This design comes from an exercise in tuning for small area, a short achievable clock period and few clock cycles on the open sky130 flow, not from production work. The RTL was checked by simulation tests, not by an equivalence proof against the original design. Power and IR drop assume default switching activity.

==> design/flow/design.v <==
module JAM (
input CLK,
input RST,
output reg [2:0] W,
output reg [2:0] J,
input [6:0] Cost,
output reg [3:0] MatchCount,
output reg [9:0] MinCost,
output reg Valid );
reg [7:0] k;
always @(posedge CLK or posedge RST) begin
    if (RST) k <= 0;
    else if (k != 138) k <= k + 1'b1;
end
always @(*) begin
    W = k[5:3];
    J = k[2:0];
end
always @(posedge CLK or posedge RST) begin
    if (RST) Valid <= 1'b0;
    else if (k == 137) Valid <= 1'b1;
end
reg [447:0] m;    
wire [7:0] km1 = k - 1'b1;
wire ld = (k >= 1) && (k <= 64);
integer i;
always @(posedge CLK) begin
    for (i = 0; i < 64; i = i + 1)
        if (i % 8 != 7) m[7*i +: 7] <= m[7*(i+1) +: 7];
        else m[7*i +: 7] <= (ld && km1[5:3] == i / 8) ? Cost : m[7*(i-7) +: 7];
end
reg [9:0] shp;
always @(posedge CLK or posedge RST) begin
    if (RST) shp <= 10'd1;
    else case (k)
        8'd72: shp <= 10'd2;
        8'd80: shp <= 10'd4;
        8'd88: shp <= 10'd8;
        8'd96: shp <= 10'd16;
        8'd104: shp <= 10'd32;
        8'd112: shp <= 10'd64;
        8'd120: shp <= 10'd128;
        8'd128: shp <= 10'd256;
        8'd132: shp <= 10'd512;
        default: ;
    endcase
end
reg [223:0] c;
always @(*) begin
    c[0 +: 7] = m[0 +: 7];
    c[7 +: 7] = ({7{shp[0] | shp[1] | shp[3] | shp[4] | shp[5] | shp[6] | shp[7] | shp[8]}} & m[7 +: 7])
        | ({7{shp[2] | shp[9]}} & m[14 +: 7]);
    c[14 +: 7] = ({7{shp[0] | shp[1] | shp[4]}} & m[14 +: 7])
        | ({7{shp[2] | shp[3] | shp[5]}} & m[21 +: 7])
        | ({7{shp[8]}} & m[28 +: 7])
        | ({7{shp[6] | shp[7] | shp[9]}} & m[42 +: 7]);
    c[21 +: 7] = ({7{shp[0] | shp[6]}} & m[21 +: 7])
        | ({7{shp[1] | shp[2] | shp[3] | shp[7] | shp[9]}} & m[28 +: 7])
        | ({7{shp[4] | shp[5] | shp[8]}} & m[35 +: 7]);
    c[28 +: 7] = m[56 +: 7];
    c[35 +: 7] = ({7{shp[0] | shp[1] | shp[3] | shp[4] | shp[5] | shp[6] | shp[7] | shp[8]}} & m[63 +: 7])
        | ({7{shp[2] | shp[9]}} & m[70 +: 7]);
    c[42 +: 7] = ({7{shp[0] | shp[1] | shp[4]}} & m[70 +: 7])
        | ({7{shp[2] | shp[3] | shp[5]}} & m[77 +: 7])
        | ({7{shp[8]}} & m[84 +: 7])
        | ({7{shp[6] | shp[7] | shp[9]}} & m[98 +: 7]);
    c[49 +: 7] = ({7{shp[0] | shp[6]}} & m[77 +: 7])
        | ({7{shp[1] | shp[2] | shp[3] | shp[7] | shp[9]}} & m[84 +: 7])
        | ({7{shp[4] | shp[5] | shp[8]}} & m[91 +: 7]);
    c[56 +: 7] = m[112 +: 7];
    c[63 +: 7] = ({7{shp[0] | shp[1] | shp[3] | shp[4] | shp[5] | shp[6] | shp[7] | shp[8]}} & m[119 +: 7])
        | ({7{shp[2] | shp[9]}} & m[126 +: 7]);
    c[70 +: 7] = ({7{shp[0] | shp[1] | shp[4]}} & m[126 +: 7])
        | ({7{shp[2] | shp[3] | shp[5]}} & m[133 +: 7])
        | ({7{shp[8]}} & m[140 +: 7])
        | ({7{shp[6] | shp[7] | shp[9]}} & m[154 +: 7]);
    c[77 +: 7] = ({7{shp[0] | shp[6]}} & m[133 +: 7])
        | ({7{shp[1] | shp[2] | shp[3] | shp[7] | shp[9]}} & m[140 +: 7])
        | ({7{shp[4] | shp[5] | shp[8]}} & m[147 +: 7]);
    c[84 +: 7] = m[168 +: 7];
    c[91 +: 7] = ({7{shp[0] | shp[1] | shp[3] | shp[4] | shp[5] | shp[6] | shp[7] | shp[8]}} & m[175 +: 7])
        | ({7{shp[2] | shp[9]}} & m[182 +: 7]);
    c[98 +: 7] = ({7{shp[0] | shp[1] | shp[4]}} & m[182 +: 7])
        | ({7{shp[2] | shp[3] | shp[5]}} & m[189 +: 7])
        | ({7{shp[8]}} & m[196 +: 7])
        | ({7{shp[6] | shp[7] | shp[9]}} & m[210 +: 7]);
    c[105 +: 7] = ({7{shp[0] | shp[6]}} & m[189 +: 7])
        | ({7{shp[1] | shp[2] | shp[3] | shp[7] | shp[9]}} & m[196 +: 7])
        | ({7{shp[4] | shp[5] | shp[8]}} & m[203 +: 7]);
    c[112 +: 7] = ({7{shp[2] | shp[9]}} & m[231 +: 7])
        | ({7{shp[3] | shp[5] | shp[6] | shp[7] | shp[8]}} & m[238 +: 7])
        | ({7{shp[4]}} & m[252 +: 7])
        | ({7{shp[0] | shp[1]}} & m[266 +: 7]);
    c[119 +: 7] = ({7{shp[1] | shp[4] | shp[7] | shp[8] | shp[9]}} & m[245 +: 7])
        | ({7{shp[0] | shp[5] | shp[6]}} & m[252 +: 7])
        | ({7{shp[2] | shp[3]}} & m[259 +: 7]);
    c[126 +: 7] = ({7{shp[0] | shp[1] | shp[6] | shp[7] | shp[9]}} & m[259 +: 7])
        | ({7{shp[2] | shp[3] | shp[4] | shp[5] | shp[8]}} & m[266 +: 7]);
    c[133 +: 7] = m[273 +: 7];
    c[140 +: 7] = ({7{shp[2] | shp[9]}} & m[287 +: 7])
        | ({7{shp[3] | shp[5] | shp[6] | shp[7] | shp[8]}} & m[294 +: 7])
        | ({7{shp[4]}} & m[308 +: 7])
        | ({7{shp[0] | shp[1]}} & m[322 +: 7]);
    c[147 +: 7] = ({7{shp[1] | shp[4] | shp[7] | shp[8] | shp[9]}} & m[301 +: 7])
        | ({7{shp[0] | shp[5] | shp[6]}} & m[308 +: 7])
        | ({7{shp[2] | shp[3]}} & m[315 +: 7]);
    c[154 +: 7] = ({7{shp[0] | shp[1] | shp[6] | shp[7] | shp[9]}} & m[315 +: 7])
        | ({7{shp[2] | shp[3] | shp[4] | shp[5] | shp[8]}} & m[322 +: 7]);
    c[161 +: 7] = m[329 +: 7];
    c[168 +: 7] = ({7{shp[2] | shp[9]}} & m[343 +: 7])
        | ({7{shp[3] | shp[5] | shp[6] | shp[7] | shp[8]}} & m[350 +: 7])
        | ({7{shp[4]}} & m[364 +: 7])
        | ({7{shp[0] | shp[1]}} & m[378 +: 7]);
    c[175 +: 7] = ({7{shp[1] | shp[4] | shp[7] | shp[8] | shp[9]}} & m[357 +: 7])
        | ({7{shp[0] | shp[5] | shp[6]}} & m[364 +: 7])
        | ({7{shp[2] | shp[3]}} & m[371 +: 7]);
    c[182 +: 7] = ({7{shp[0] | shp[1] | shp[6] | shp[7] | shp[9]}} & m[371 +: 7])
        | ({7{shp[2] | shp[3] | shp[4] | shp[5] | shp[8]}} & m[378 +: 7]);
    c[189 +: 7] = m[385 +: 7];
    c[196 +: 7] = ({7{shp[2] | shp[9]}} & m[399 +: 7])
        | ({7{shp[3] | shp[5] | shp[6] | shp[7] | shp[8]}} & m[406 +: 7])
        | ({7{shp[4]}} & m[420 +: 7])
        | ({7{shp[0] | shp[1]}} & m[434 +: 7]);
    c[203 +: 7] = ({7{shp[1] | shp[4] | shp[7] | shp[8] | shp[9]}} & m[413 +: 7])
        | ({7{shp[0] | shp[5] | shp[6]}} & m[420 +: 7])
        | ({7{shp[2] | shp[3]}} & m[427 +: 7]);
    c[210 +: 7] = ({7{shp[0] | shp[1] | shp[6] | shp[7] | shp[9]}} & m[427 +: 7])
        | ({7{shp[2] | shp[3] | shp[4] | shp[5] | shp[8]}} & m[434 +: 7]);
    c[217 +: 7] = m[441 +: 7];
end
localparam [23:0] PAIRS = {2'd2,2'd3, 2'd1,2'd3, 2'd1,2'd2, 2'd0,2'd3, 2'd0,2'd2, 2'd0,2'd1};
reg [7:0] pa_v [0:3][0:5];
reg       pa_d [0:3][0:5];
reg [7:0] s0, s1;
integer g, e;
always @(posedge CLK) begin
    for (g = 0; g < 4; g = g + 1)
        for (e = 0; e < 6; e = e + 1) begin
            s0 = c[7*(8*g+PAIRS[4*e+2 +: 2]) +: 7] + c[7*(8*g+4+PAIRS[4*e +: 2]) +: 7];
            s1 = c[7*(8*g+PAIRS[4*e +: 2]) +: 7] + c[7*(8*g+4+PAIRS[4*e+2 +: 2]) +: 7];
            pa_v[g][e] <= (s1 < s0) ? s1 : s0;
            pa_d[g][e] <= (s1 == s0);
        end
end
reg [8:0] sp_v [0:1][0:2];
reg [3:0] sp_n [0:1][0:2];
reg [8:0] ta, tb;
reg [2:0] na, nb;
integer h, q;
always @(posedge CLK) begin
    for (h = 0; h < 2; h = h + 1)
        for (q = 0; q < 3; q = q + 1) begin
            ta = pa_v[2*h][q] + pa_v[2*h+1][5-q];
            na = (pa_d[2*h][q] ? 3'd2 : 3'd1) << pa_d[2*h+1][5-q];
            tb = pa_v[2*h][5-q] + pa_v[2*h+1][q];
            nb = (pa_d[2*h][5-q] ? 3'd2 : 3'd1) << pa_d[2*h+1][q];
            sp_v[h][q] <= (tb < ta) ? tb : ta;
            sp_n[h][q] <= (tb < ta) ? {1'b0, nb} : (tb == ta) ? na + nb : {1'b0, na};
        end
end
reg [8:0] hb_v [0:1];
reg [3:0] hb_n [0:1];
reg lt01, lt02, lt12, eq01, eq02, eq12;
always @(posedge CLK) begin
    for (h = 0; h < 2; h = h + 1) begin
        lt01 = sp_v[h][0] < sp_v[h][1];
        lt02 = sp_v[h][0] < sp_v[h][2];
        lt12 = sp_v[h][1] < sp_v[h][2];
        eq01 = sp_v[h][0] == sp_v[h][1];
        eq02 = sp_v[h][0] == sp_v[h][2];
        eq12 = sp_v[h][1] == sp_v[h][2];
        if ((lt01 || eq01) && (lt02 || eq02)) begin
            hb_v[h] <= sp_v[h][0];
            hb_n[h] <= sp_n[h][0] + (eq01 ? sp_n[h][1] : 4'd0) + (eq02 ? sp_n[h][2] : 4'd0);
        end
        else if (!lt01 && (lt12 || eq12)) begin
            hb_v[h] <= sp_v[h][1];
            hb_n[h] <= sp_n[h][1] + (eq12 ? sp_n[h][2] : 4'd0);
        end
        else begin
            hb_v[h] <= sp_v[h][2];
            hb_n[h] <= sp_n[h][2];
        end
    end
end
wire [9:0] tot = hb_v[0] + hb_v[1];
wire [3:0] totn = hb_n[0] * hb_n[1];
wire accum = (k >= 68) && (k < 138);
always @(posedge CLK or posedge RST) begin
    if (RST) begin
        MinCost <= 10'h3ff;
        MatchCount <= 0;
    end
    else if (accum) begin
        if (tot < MinCost) begin
            MinCost <= tot;
            MatchCount <= totn;
        end
        else if (tot == MinCost) MatchCount <= MatchCount + totn;
    end
end
endmodule
==> design/flow/run.sh <==
#!/bin/bash
# synth_recipe.tcl (not shown) runs the flow's synth.tcl, then flattens the netlist and writes it again
# the make line also repeats each setting of config.mk as NAME=value (left out here)
make -C /OpenROAD-flow-scripts/flow DESIGN_CONFIG=/design/flow/config.mk WORK_HOME=/design/flow/orfs CLKGATE_MAP_FILE= SYNTH_SCRIPT=/design/flow/synth_recipe.tcl finish
==> design/flow/config.mk <==
export PLATFORM = sky130hd
export DESIGN_NAME = JAM
export DESIGN_NICKNAME = JAM
export VERILOG_FILES = /design/flow/design.v
export SDC_FILE = /design/flow/constraint.sdc
export NUM_CORES = 4
export LEC_CHECK = 0
export CAP_MARGIN = 20
export CORE_MARGIN = 2
export CORE_UTILIZATION = 40
export SLEW_MARGIN = 20
==> design/flow/constraint.sdc <==
create_clock -name core_clock -period 6.0 [get_ports {CLK}]
set_input_delay 1.2000 -clock core_clock [delete_from_list [all_inputs] [get_ports {CLK}]]
set_output_delay 1.2000 -clock core_clock [all_outputs]
set_load 0.01 [all_outputs]
==> notes.md <==
==> logic make-up after synthesis <==
family	after synthesis	share of synthesized area (%)
xor gates and xnor gates	340	6.21
DFF	801	33.7
AOI/OAI and AO/OA	1169	16.1
muxes	291	6.44
and+or+nand+nor	758	7.73
adders and majority gates	893	24.5
buffers and inverters	652	5.27
==> registers in the layout, summed over array words and instances (netlist names) <==
register and flops:
sp_v 54, shp 10, pa_d 24, MinCost 10, sp_n 24, hb_v 18
m 448, Valid 1, hb_n 8, MatchCount 4, k 8, pa_v 192
==> cells in the final DEF, fill, tap and decap left out, types with 88 or more instances in the layout <==
cell	synthesis	layout
nor2_1	157	157
mux2i_1	147	147
o21ai_0	185	185
a21oi_1	380	380
dfxtp_1	768	768
mux2_2	144	144
ha_1	815	815
xor2_1	165	165
clkbuf_16	0	88
a21o_1	189	189
nand2_1	291	291
inv_1	548	547
xnor2_1	174	174
==> critical path: cells and delay by family (launching register included) <==
kind                     cells  cell delay (ps)
AO/OA/AOI/OAI                5             1520
buffers and inverters        4              930
flip-flops                   1              400
multiplexers                 1              330
adder cells (fa/ha/maj)      2              650
AND/OR/NAND/NOR              5             1200
XOR/XNOR                     1              260
==> cell usage after synthesis, types with 7 or more instances <==
| cell | number | area, sq um |
|---|---|---|
| and2_1 | 17 | 106 |
| o21bai_1 | 74 | 556 |
| nand2b_1 | 66 | 413 |
| a222oi_1 | 80 | 801 |
| nor2b_1 | 67 | 419 |
| a21boi_0 | 8 | 60.1 |
| buf_4 | 15 | 113 |
| a22oi_1 | 52 | 390 |
| and3_1 | 11 | 68.8 |
| a21o_1 | 189 | 1420 |
| dfstp_2 | 11 | 289 |
| nor2_1 | 157 | 589 |
| buf_1 | 14 | 52.6 |
| a221o_1 | 7 | 70.1 |
| a31oi_1 | 8 | 50.1 |
| fa_1 | 78 | 1560 |
| inv_1 | 548 | 2060 |
| mux2_2 | 144 | 1620 |
| o21a_1 | 57 | 428 |
| xnor2_1 | 174 | 1520 |
| nor3_1 | 16 | 80.1 |
| o211ai_1 | 9 | 67.6 |
| nor3b_1 | 8 | 60.1 |
| clkbuf_1 | 66 | 248 |
| o21ai_0 | 185 | 926 |
| nand4_1 | 62 | 388 |
| dfrtp_1 | 22 | 551 |
| dfxtp_1 | 768 | 15400 |
| and4_1 | 15 | 131 |
| a21oi_1 | 380 | 1900 |
| xor2_1 | 165 | 1450 |
| mux2i_1 | 147 | 1470 |
| nand2_1 | 291 | 1090 |
| nand3_1 | 11 | 55.1 |
| ha_1 | 815 | 10200 |
| a22o_1 | 57 | 499 |
==> worst paths after layout <==
path | endpoint | slack [ps]
min in group asynchronous | MatchCount[0]$_DFFE_PP0P_ | 1060
setup / recovery | pa_v[15][4]$_DFF_P_ | 560
setup reg to reg | pa_v[15][4]$_DFF_P_ | 560
hold / removal | m[160]$_DFF_P_ | 320
max in group asynchronous | k[6]$_DFFE_PP0N_ | 4340
hold reg to reg | m[160]$_DFF_P_ | 320
==> routing by layer <==
metal / vias up / track usage (%)
met3: 262 / 3.52
met1: 16700 / 28.6
met5: - / 0
li1: 17400 / -
met2: 873 / 38.6
met4: 6 / 9.89
==> area by class of cell <==
class                           instances  area (sq um)
Clock inverter                         42           573
Fill cell                           11500         66100
Inverter                              549          2060
Clock buffer                          118          2470
Sequential cell                       801         16200
Multi-Input combinational cell       3451         29300
Tap cell                             1612          2020
Timing Repair Buffer                   83           708
Antenna cell                            1          2.50
==> per-stage QoR <==
| step | power, W | cells |
|---|---|---|
| floorplan | 0.00771 | 4904 |
| global placement | 0.00830 | 6496 |
| detailed placement | 0.00833 | 6496 |
| CTS | 0.0140 | 6656 |
| global route | 0.0145 | 6656 |
| finish | 0.0139 | 6657 |
==> power by group through the flow <==
stage	sequential (W)	clock [W]	combinational, W
global route	0.00595	0.00598	0.00259
finish	0.00593	0.00566	0.00229
CTS	0.00593	0.00576	0.00231
global placement	0.00604	0	0.00226
floorplan	0.00590	0	0.00181
detailed placement	0.00604	0	0.00229
==> impl_results.md <==
- Status: complete, no violations
- Clock transition at path regs: roughly 60 ps
- Core area: around 120000 sq um
- NumNets Final: 5874
- Number of synthesized register bits: 801
- RSZ-0062 raised after global routing: no
- Setup Skew: 49.7 ps
- Setup crit end kind: flip-flop
- Fin Hold WS: 316 ps
- # hold bufs at CTS: 0
- Final instance area: 53400 sq um
- Pint: 0.00999 W
- Post-route met1 wirelength: approximately 60 mm
- Area after DPL: 50300 sq um
- Post CTS Setup Buffer Count: 0
- H-tree levels: 3
- Avg Inst Size Synth: around 9.8 sq um
- Initial antenna violation count: 9
- Clk pwr share: 40.8%
- Final setup TNS: 0 ps
- Final wirelength: 140 mm
- Clock Tree Root: clkbuf_16
- Fmax: between 0.15 and 0.2 GHz
- Syn. warnings: 7
- Worst hold start: m[167]$_DFF_P_
- Reg2Reg Depth: 18
- ANT nets after route: 0
- CP Class: flip-flop to flip-flop
- DR WL/cell: 21.1 microns
- Vias per std cell: 5.29
- Post-synth EDFFs: 0
- Clock latency at the later pin of the worst-skew pair: 700 ps
- Setup ws final: roughly 560 ps
- Share of synthesized registers carrying an async set or reset: 4.12%
- PD cells: 260 nW/um^2
- Tightest Hold Check Type: flip-flop to flip-flop
- Critical Path AT: 6000 ps
- Worst EP required: 6560 ps
- I/O Buffers: 29
- Initial Utilization: approximately two fifths
- Met2 WL: 65.1 mm
- DR pass1 iterations: 7
- CTS tree: built
- Reg2reg start: shp[9]$_DFFE_PP0P_
- DR iter-0 viols: 2515
- Period minus WS final: 5440 ps
- Flop pwr share: between 40% and 50%
- Row count: 127
- Number of gates resized after cts: 0
- Top Metal Used: met5
- Met3 wire length: 7.29 mm
- Clk buf depth: 3
- Post-Syn Nets: 5806
- Setup violations, final: 0
- Relative slew slack: between 30% and 40%
- Vias: 35200
- Crit start category: flip-flop
- # clock sinks: 801
- Period utilisation layout: between 90% and 100%
- Netlist cell types: 81
- Post-DP HPWL: 112 mm
- Max cap viols: 0
- Final Hold Fails: 0
- Largest net degree at the start of global routing: 34
- Post-synthesis instance total: around 5000
- Crit-path max cell delay: slightly below 600 ps
- Layout area overhead: 11.1%
- GR Util All Layers: 22.8%
- Slew @ Worst Pin: between 900 and 1000 ps
- Sw Share: 28.0%
- IO Count: 30
- Width of the die: 351 microns
- Vias in the first global route: 35100
- Crit path launch: shp[9]$_DFFE_PP0P_
- Share of cells above drive strength 1: ~8%
- TritonCTS buffer count: 86
- Comb power frac: 16.5%
- DRC Markers: 0
- Pre-CTS setup slack: approximately 640 ps
- CP Cell Sequence: nor3_1 > nand2_1 > buf_4 > a222oi_1 > inv_1 > ha_1 > nor2b_1 > o21ai_0 > a21boi_0 > o21a_1 > nor2_1 > xor2_1 > inv_1 > ha_1 > nand4_1 > o21ai_0 > buf_4 > mux2_2
- Post-synthesis sequential area ratio: 33.7%
- Gpl congestion: 0.956
- P_sw: around 0.0039 W
- Netlist Area Pre-Place: between 40000 and 50000 sq um
- CP max FO: 17
- Global route overflow: 0
- Max IR drop VDD: 241 uV
- First-pass GRT wire length: 211 mm
- Hold Path Stages: 0
- Leak: 27.0 nW
- Top FF cell, synth: dfxtp_1
- Die H: 351 microns
- Fin util: 44.7%
- Die area: 123000 sq um
- Slowest CP cell: o21ai_0
- Max Slew Vio Count: 0
Testbench counts, summed over its fixed seeds: cycles 1,668.

-- separate check: timing with driven ports --
In the flow no input, the clock included, has a driving cell. The finished layout below was timed again as built, in two steps.
Step 1 assumes that a clkbuf_16 drives the clock port and a buf_2 every other input.
Step 2 adds t to the input delays and takes it off the output delays; t is the mean of the earliest and latest rising clock arrival at the registers after step 1. Input paths then give back, and output paths get back, about the clock's delay inside the block.
a / b / c = ideal ports / drivers / drivers and shift; a / b = the first two.
t, ns: 0.744
setup slack, ns: 0.565 / 0.565 / 0.565
worst setup path at the end: register to register
worst slew at a driven data input, ns: 0.03
After both steps setup and hold are still met in this run. The setup slack of this run moves by 0.000 ns with the drivers and by 0.000 ns with both steps.
